Context: an optimization exercise on an open-source flow, tuned for a short achievable clock period and few clock cycles. The choices shown serve that exercise and are no tape-out recipe.
Function was checked by simulation only, so behaviour that the tests miss may differ from the original.
Power figures rest on the tool's default switching activity, not on a simulated workload.

job 101:
Design cpu, start of the top module:
module cpu(
    input clk,
    input rst,
    input [31:0] i_IM_inst,
    input [31:0] i_DM_DI,
    output logic [31:0] o_IM_addr,
    output logic        o_DM_CS,
    output logic [3:0]  o_DM_WEB,
    output logic [31:0] o_DM_addr,
    output logic [31:0] o_DM_DI
);
    localparam BI = 3;
    localparam NB = 1 << BI;
    logic        stall, redirect, m_redir, kill, e_go;
    logic [31:2] redirect_pc, m_jtgt;
    logic [31:2] pc_f, pc_o;
    assign o_IM_addr = {pc_o, 2'b00};
    logic              btb_v   [NB];
    logic [1:0]        btb_ctr [NB];
    logic              btb_pt  [NB];       
    logic [3:0]        btb_cur [NB];       
    logic [3:0]        btb_trip[NB];       
    logic              btb_conf[NB];       
    logic [31:2+BI]    btb_tag [NB];
    logic [31:2]       btb_tgt [NB];
    logic [NB-1:0] f_sel;
    logic          f_hit, f_pred, f_pt;
    logic [1:0]    f_ctr;
    logic [31:2]   f_tgt, f_inc, f_next;
  ...
Size: roughly 8400 cells after synthesis, roughly 2600 flip-flops, roughly 170 I/O pins.
Settings: LEC_CHECK=0, ABC_CLOCK_PERIOD_IN_PS=3000, CAP_MARGIN=20, CELL_PAD_IN_SITES_GLOBAL_PLACEMENT=2, CORE_MARGIN=2, CORE_UTILIZATION=30, PLACE_DENSITY=0.5, SLEW_MARGIN=20; clock period 11.0 ns.
standard.sh (not shown) runs the stock make flow with config.mk's settings and CLKGATE_MAP_FILE= SYNTH_SCRIPT=/design/flow/synth_recipe.tcl, a recipe that flattens the netlist after the stock synthesis.
==> flow/flow/run.sh <==
#!/bin/bash
# The standard layout (standard synthesis, clock and constraints), with
# timing repair asked to leave 7.85 ns of setup slack at the design's period,
# and plain buffers (buf_4) rather than delay cells on the ports.
bash standard.sh SETUP_SLACK_MARGIN=7.85 "BUFFER_PORTS_ARGS=-buffer_cell sky130_fd_sc_hd__buf_4" finish > flow.log 2>&1
Testbench counts of job 101, summed over its fixed seeds: cycles 323,908.
--- input diff job 101..job 102 ---
- PLACE_DENSITY changed from 0.5 to 0.45
- CORE_UTILIZATION changed from 30 to 25
==> flow/flow/run.sh <==
#!/bin/bash
# The standard layout (standard synthesis, clock and constraints), with
# timing repair asked to leave 7.7 ns of setup slack at the design's period,
# and plain buffers (buf_4) rather than delay cells on the ports.
bash standard.sh SETUP_SLACK_MARGIN=7.7 "BUFFER_PORTS_ARGS=-buffer_cell sky130_fd_sc_hd__buf_4" finish > flow.log 2>&1
==> comparison <==
Going from job 101 to job 102, growth of design area from synthesis to finish went up 0.23 points, fraction of synthesized area in multiplexers held, final design area excluding fillers held.
Going from job 101 to job 102, the count of plain and timing-repair buffers was found to have gone down by 84.
Taking job 101 as the reference, in job 102 sequential share of layout area held steady; area of combinational cells with multiple inputs shrank by 340 sq um.
Final cell count without fillers: higher on job 102
Input-level comparison between job 103 and job 102:
- changing CORE_UTILIZATION from 25 to 30
- changing PLACE_DENSITY from 0.45 to 0.5
## What came out
- On total detailed-routing wirelength: between job 103 and job 102, it ends up lower for job 103.
- The core of job 103 is more densely filled than that of job 102.
- Sequential share of layout area in job 103 is 0.50 points above job 102.
- | data arrival time of the worst path | lower: job 103 |
- Area taken by flip-flops and latches across job 103 and job 102: no real change.
- Setup slack: job 103 more than job 102
- Re number of max-slew violations in the final report: no difference whatsoever between job 103 and job 102.
- Area of the multi-input gates: job 102 vs job 103 — no meaningful difference
- Per the comparison of job 103 with job 102, placement row count -22; internal cell power saw a decrease; residual antenna-violating net count after detailed routing neither gained nor lost much.
The following lists how job 104 was set up differently from job 103:
- swapping 0.5 for 0.52 in PLACE_DENSITY
- swapping 30 for 33 in CORE_UTILIZATION
==> run summary <==
In the metrics for job 103 and job 104, the one carrying the lower worst setup slack is job 104.
Between job 103 and job 104, the difference in footprint of the multi-input gates is negligible.
Looking at signed area change from the synthesized netlist to the final layout across job 103 and job 104, the one that comes out higher is job 103.
Job 103 → job 104: quantity of gates resized following cts picked up an extra 60, final-layout worst hold slack lower.

========
cpu, a different RTL version from the one above (not shown whole).
Size: ~8100 cells after synthesis, roughly 2500 flip-flops, about 170 I/O pins, about 100000 sq um of cells after synthesis.
==> flow/config.mk <==
export PLATFORM = sky130hd
export DESIGN_NAME = cpu
export DESIGN_NICKNAME = cpu
export VERILOG_FILES = /design/flow/design.v
export SDC_FILE = /design/flow/constraint.sdc
export NUM_CORES = 4
export LEC_CHECK = 0
export ABC_CLOCK_PERIOD_IN_PS = 3000
export CAP_MARGIN = 20
export CELL_PAD_IN_SITES_GLOBAL_PLACEMENT = 2
export CORE_MARGIN = 2
export CORE_UTILIZATION = 30
export PLACE_DENSITY = 0.5
export SLEW_MARGIN = 20
==> flow/constraint.sdc <==
create_clock -name core_clock -period 11.0 [get_ports {clk}]
set_input_delay 2.2000 -clock core_clock [delete_from_list [all_inputs] [get_ports {clk}]]
set_output_delay 2.2000 -clock core_clock [all_outputs]
set_load 0.01 [all_outputs]
==> flow/flow/run.sh <==
#!/bin/bash
# The standard layout (standard synthesis, clock and constraints), with
# timing repair asked to leave 8.0 ns of setup slack at the design's period,
# and plain buffers (buf_4) rather than delay cells on the ports.
bash standard.sh SETUP_SLACK_MARGIN=8.0 "BUFFER_PORTS_ARGS=-buffer_cell sky130_fd_sc_hd__buf_4" finish > flow.log 2>&1
Testbench counts at the start, summed over its fixed seeds: cycles 327,403.
==> next run, changes <==
==> flow/flow/run.sh (replaced) <==
#!/bin/bash
# The standard layout (standard synthesis, clock and constraints), with
# timing repair asked to leave 7.7 ns of setup slack at the design's period,
# and plain buffers (buf_4) rather than delay cells on the ports.
bash standard.sh SETUP_SLACK_MARGIN=7.7 "BUFFER_PORTS_ARGS=-buffer_cell sky130_fd_sc_hd__buf_4" finish > flow.log 2>&1
- ABC_CLOCK_PERIOD_IN_PS: 3000 -> 2000
After rerunning: Power went down by 0.67%; die area is unchanged; sequential cell count stays the same; clock power falls by about 0.9%; worst setup slack improves by 0.097 ns; non-clock buffer count fell by 108; utilization shrinks by 0.63 points; area after synthesis is unchanged; sequential share of layout area goes up by 0.78 points; design area is lower by 1.6%.
==> next run, changes <==
- ABC_CLOCK_PERIOD_IN_PS: 2000 -> 3000
Outcome: The changed run passed the timing, DRC and antenna checks; final area does not change; cell count does not change; core utilization does not change; combinational power barely changes; setup slack is unchanged; power stays the same; routed wire length stays the same; hold slack does not change; synthesized cell count does not change; area after synthesis stays the same.
==> next run, changes <==
==> flow/flow/run.sh (replaced) <==
#!/bin/bash
# The standard layout (standard synthesis, clock and constraints), with
# timing repair asked to leave 7.4 ns of setup slack at the design's period,
# and plain buffers (buf_4) rather than delay cells on the ports.
bash standard.sh SETUP_SLACK_MARGIN=7.4 "BUFFER_PORTS_ARGS=-buffer_cell sky130_fd_sc_hd__buf_4" finish > flow.log 2>&1
Total power goes down by 0.80%.
Die area does not change.
Clock-buffer cell count goes down by 33.
Hold slack is worse by 0.011 ns.
Via count goes down by 2.5%.
Core utilization goes down by 1.9 points.
Clock skew goes up by 0.016 ns.

========
Setup of the previous run:
Another version of the RTL of cpu (not shown whole).
For scale: about 8000 cells after synthesis, ~100000 um^2 of cells after synthesis.
==> flow/design.v (excerpt) <==
module cpu(
    input clk,
    input rst,
    input [31:0] i_IM_inst,
    input [31:0] i_DM_DI,
    output logic [31:0] o_IM_addr,
    output logic        o_DM_CS,
    output logic [3:0]  o_DM_WEB,
    output logic [31:0] o_DM_addr,
    output logic [31:0] o_DM_DI
);
export LEC_CHECK = 0
export ABC_CLOCK_PERIOD_IN_PS = 3000
export CAP_MARGIN = 20
export CELL_PAD_IN_SITES_GLOBAL_PLACEMENT = 2
export CORE_MARGIN = 2
export CORE_UTILIZATION = 45
export PLACE_DENSITY = 0.62
export SLEW_MARGIN = 20
create_clock -name core_clock -period 11.0 [get_ports {clk}]
==> flow/flow/run.sh <==
#!/bin/bash
# The standard layout (standard synthesis, clock and constraints), with
# timing repair asked to leave 7 ns of setup slack at the design's period,
# and plain buffers (buf_4) rather than delay cells on the ports.
bash standard.sh SETUP_SLACK_MARGIN=7 "BUFFER_PORTS_ARGS=-buffer_cell sky130_fd_sc_hd__buf_4" finish > flow.log 2>&1
Testbench counts of the previous run, summed over its fixed seeds: cycles 316,783.
Inputs modified between the previous run and the current run:
--- a/flow/config.mk
+++ b/flow/config.mk
@@ -11,4 +11,4 @@
 export CORE_MARGIN = 2
-export CORE_UTILIZATION = 45
-export PLACE_DENSITY = 0.62
+export CORE_UTILIZATION = 30
+export PLACE_DENSITY = 0.5
 export SLEW_MARGIN = 20
- Between the previous run and the current run, the count of multi-input combinational gates does not differ in any meaningful way.
- The current run against the previous run: number of buffers inserted to repair setup after CTS shows an increase of about 50%, clock share of power shows an increase of 2.2 points, post-DP HPWL shows an increase of 14%.
- Cell leakage power, the current run vs the previous run: up by a few percent
- Of the current run and the previous run, the previous run shows the higher arrival time of the worst setup path, with the current run below it.

## re-timing with driven ports
In the flow no input, the clock included, has a driving cell. The finished layouts below were timed again as built, in two steps.
Step 1, drivers: a clkbuf_16 drives clk and a buf_2 each remaining input, both assumed.
Step 2 times the ports against the registers' clock, not the clock port: input delays grow and output delays shrink by t, the midpoint of the rising clock arrivals with the driver on.
Slacks: ideal ports / drivers / drivers and shift; pairs: ideal ports / drivers.
run | shift t [ns] | setup slack, ns | latest minus earliest clock arrival (ns)
job 101 | 1.047 | 7.207 / 7.090 / 6.578 | 0.102 / 0.103
job 102 | 1.070 | 7.164 / 7.045 / 6.454 | 0.102 / 0.101
job 103 | 1.026 | 7.242 / 7.133 / 6.565 | 0.093 / 0.093
job 104 | 1.049 | 7.218 / 7.094 / 6.508 | 0.087 / 0.086
the first run of note 2 | 1.026 | 7.120 / 7.093 / 6.466 | 0.072 / 0.071
the second run of note 2 | 1.032 | 7.217 / 7.091 / 6.474 | 0.085 / 0.085
the third run of note 2 | 1.032 | 7.217 / 7.091 / 6.474 | 0.085 / 0.085
the fourth run of note 2 | 1.017 | 7.172 / 7.132 / 6.380 | 0.082 / 0.082
the previous run | 0.943 | 6.577 / 6.634 / 5.691 | 0.105 / 0.105
the current run | 1.022 | 6.784 / 6.866 / 5.846 | 0.070 / 0.070
After both steps every run listed still meets setup and hold. For the current run, which loses most, drivers alone change the setup slack by +0.082 ns; drivers and shift together by -0.938 ns.
